This is an optimization exercise on Yosys and OpenROAD, whose aim is small area, a short achievable clock period and few clock cycles, not a production implementation.
Only simulation tests tie the RTL to the original design; equivalence was not proved.
Power figures rest on the tool's default switching activity, not on a simulated workload.

// riscv_core
module riscv_core (clk,rst,start,initialize,imem_addr,imem_rdata,dmem_addr,dmem_wdata,dmem_wstrb,dmem_rdata);
  input clk,rst,start;
  input [31:0] initialize;
  output [31:0] imem_addr;
  input [31:0] imem_rdata;
  output [31:0] dmem_addr;
  output [31:0] dmem_wdata;
  output [3:0] dmem_wstrb;
  input [31:0] dmem_rdata;
  datapath DP (imem_addr,imem_rdata,dmem_addr,dmem_wdata,dmem_wstrb,dmem_rdata,initialize,start,clk,rst);
endmodule
For scale: roughly 2800 cells after synthesis, about 500 flip-flops, roughly 200 I/O pins, roughly 29000 sq um of cells after synthesis.
export LEC_CHECK = 0
export CAP_MARGIN = 40
export CORE_MARGIN = 2
export CORE_UTILIZATION = 60
export CTS_BUF_LIST = sky130_fd_sc_hd__clkbuf_8
export CTS_CLUSTER_SIZE = 20
export SLEW_MARGIN = 20
create_clock -name core_clock -period 20.0 [get_ports {clk}]
standard.sh (not shown) runs the stock make flow with config.mk's settings and CLKGATE_MAP_FILE= SYNTH_SCRIPT=/design/flow/synth_recipe.tcl, a recipe that flattens the netlist after the stock synthesis.
==> flow/flow/run.sh <==
#!/bin/bash
# The standard layout (standard.sh) with two changes to how it is made; the
# SDC and the design's clock period are unchanged:
# - the resizer's setup repair is asked to leave 15 ns of slack at the
#   20 ns clock (it stops when it gets there), so the achieved period is
#   shorter;
# - every input and output port still gets a buffer, but a buf_1 instead
#   of the default delay-buffer cell (the resizer resizes it if needed).
set -euo pipefail
bash standard.sh SETUP_SLACK_MARGIN=15 "BUFFER_PORTS_ARGS=-buffer_cell sky130_fd_sc_hd__buf_1" finish > standard_flow.log 2>&1
Testbench counts at the start, summed over its fixed seeds: cycles 16,523.
Rerun with:
==> flow/flow/run.sh (replaced) <==
#!/bin/bash
# The standard layout (standard.sh) with two changes to how it is made; the
# SDC and the design's clock period are unchanged:
# - the resizer's setup repair is asked to leave 14.75 ns of slack at the
#   20 ns clock (it stops when it gets there), so the achieved period is
#   shorter;
# - every input and output port still gets a buffer, but a buf_1 instead
#   of the default delay-buffer cell (the resizer resizes it if needed).
set -euo pipefail
bash standard.sh SETUP_SLACK_MARGIN=14.75 "BUFFER_PORTS_ARGS=-buffer_cell sky130_fd_sc_hd__buf_1" finish > standard_flow.log 2>&1
What happened: The changed run completed with no timing, DRC or antenna violations; routed wire length went down by 4.9%; final area shrinks by 3.9%; global-route usage drops by 1.7 points; flip-flop and latch count does not change; first-iteration DRC count drops by 15%; setup slack improved by 38 ps; die area does not change; final cell count drops by about 1.9%; hold slack is better by 4.4 ps; total power went down by about 3%.
Rerun with:
==> flow/flow/run.sh (replaced) <==
#!/bin/bash
# The standard layout (standard.sh) with two changes to how it is made; the
# SDC and the design's clock period are unchanged:
# - the resizer's setup repair is asked to leave 14 ns of slack at the
#   20 ns clock (it stops when it gets there), so the achieved period is
#   shorter;
# - every input and output port still gets a buffer, but a buf_1 instead
#   of the default delay-buffer cell (the resizer resizes it if needed).
set -euo pipefail
bash standard.sh SETUP_SLACK_MARGIN=14 "BUFFER_PORTS_ARGS=-buffer_cell sky130_fd_sc_hd__buf_1" finish > standard_flow.log 2>&1
Worst setup slack is worse by 470 ps.
Total power came out lower by a few percent.
Combinational power came out lower by a few percent.
Sequential cell count stays the same.
Worst hold slack barely changes.
Routed wire length came out lower by a few percent.
Non-clock buffer count came out lower by 25.
Rerun with:
==> flow/flow/run.sh (replaced) <==
#!/bin/bash
# The standard layout (standard.sh) with two changes to how it is made; the
# SDC and the design's clock period are unchanged:
# - the resizer's setup repair is asked to leave 14.5 ns of slack at the
#   20 ns clock (it stops when it gets there), so the achieved period is
#   shorter;
# - every input and output port still gets a buffer, but a buf_1 instead
#   of the default delay-buffer cell (the resizer resizes it if needed).
set -euo pipefail
bash standard.sh SETUP_SLACK_MARGIN=14.5 "BUFFER_PORTS_ARGS=-buffer_cell sky130_fd_sc_hd__buf_1" finish > standard_flow.log 2>&1
Effect: The new run went through all stages and came out clean; hold slack degrades by 5.1 ps; clock-buffer cell count drops by 1; via count drops by 0.36%; non-clock buffer count climbs by 1; combinational power climbs by about 3%; global-route usage is about the same; design area climbs by 1.5%; setup slack improves by 460 ps; die area stays the same; sequential cell count is unchanged; first-iteration DRC count drops by 2.8%.

-- afterwards: timing with drivers on the ports --
How much do the figures lean on ideal ports? The routed layouts below were timed once more, with nothing changed but the port constraints. Step 1, drivers: a clkbuf_16 drives clk and a buf_2 each remaining input, both assumed. Step 2 times the ports against the registers' clock, not the clock port: input delays grow and output delays shrink by t, the midpoint of the rising clock arrivals with the driver on. Slacks: no drivers / after step 1 / after step 2; pairs: no drivers / after step 1.
run | shift t [ns] | slack for setup (ns) | latest minus earliest clock arrival (ns)
the first run | 0.744 | 14.506 / 14.511 / 13.767 | 0.052 / 0.053
the second run | 0.728 | 14.543 / 14.543 / 13.878 | 0.067 / 0.066
the third run | 0.761 | 14.070 / 14.070 / 13.416 | 0.068 / 0.068
the fourth run | 0.746 | 14.531 / 14.539 / 13.822 | 0.077 / 0.077
After both steps every run listed still meets setup and hold. The setup slack of the first run, which loses most, moves by +0.005 ns with the drivers and by -0.739 ns with both steps.
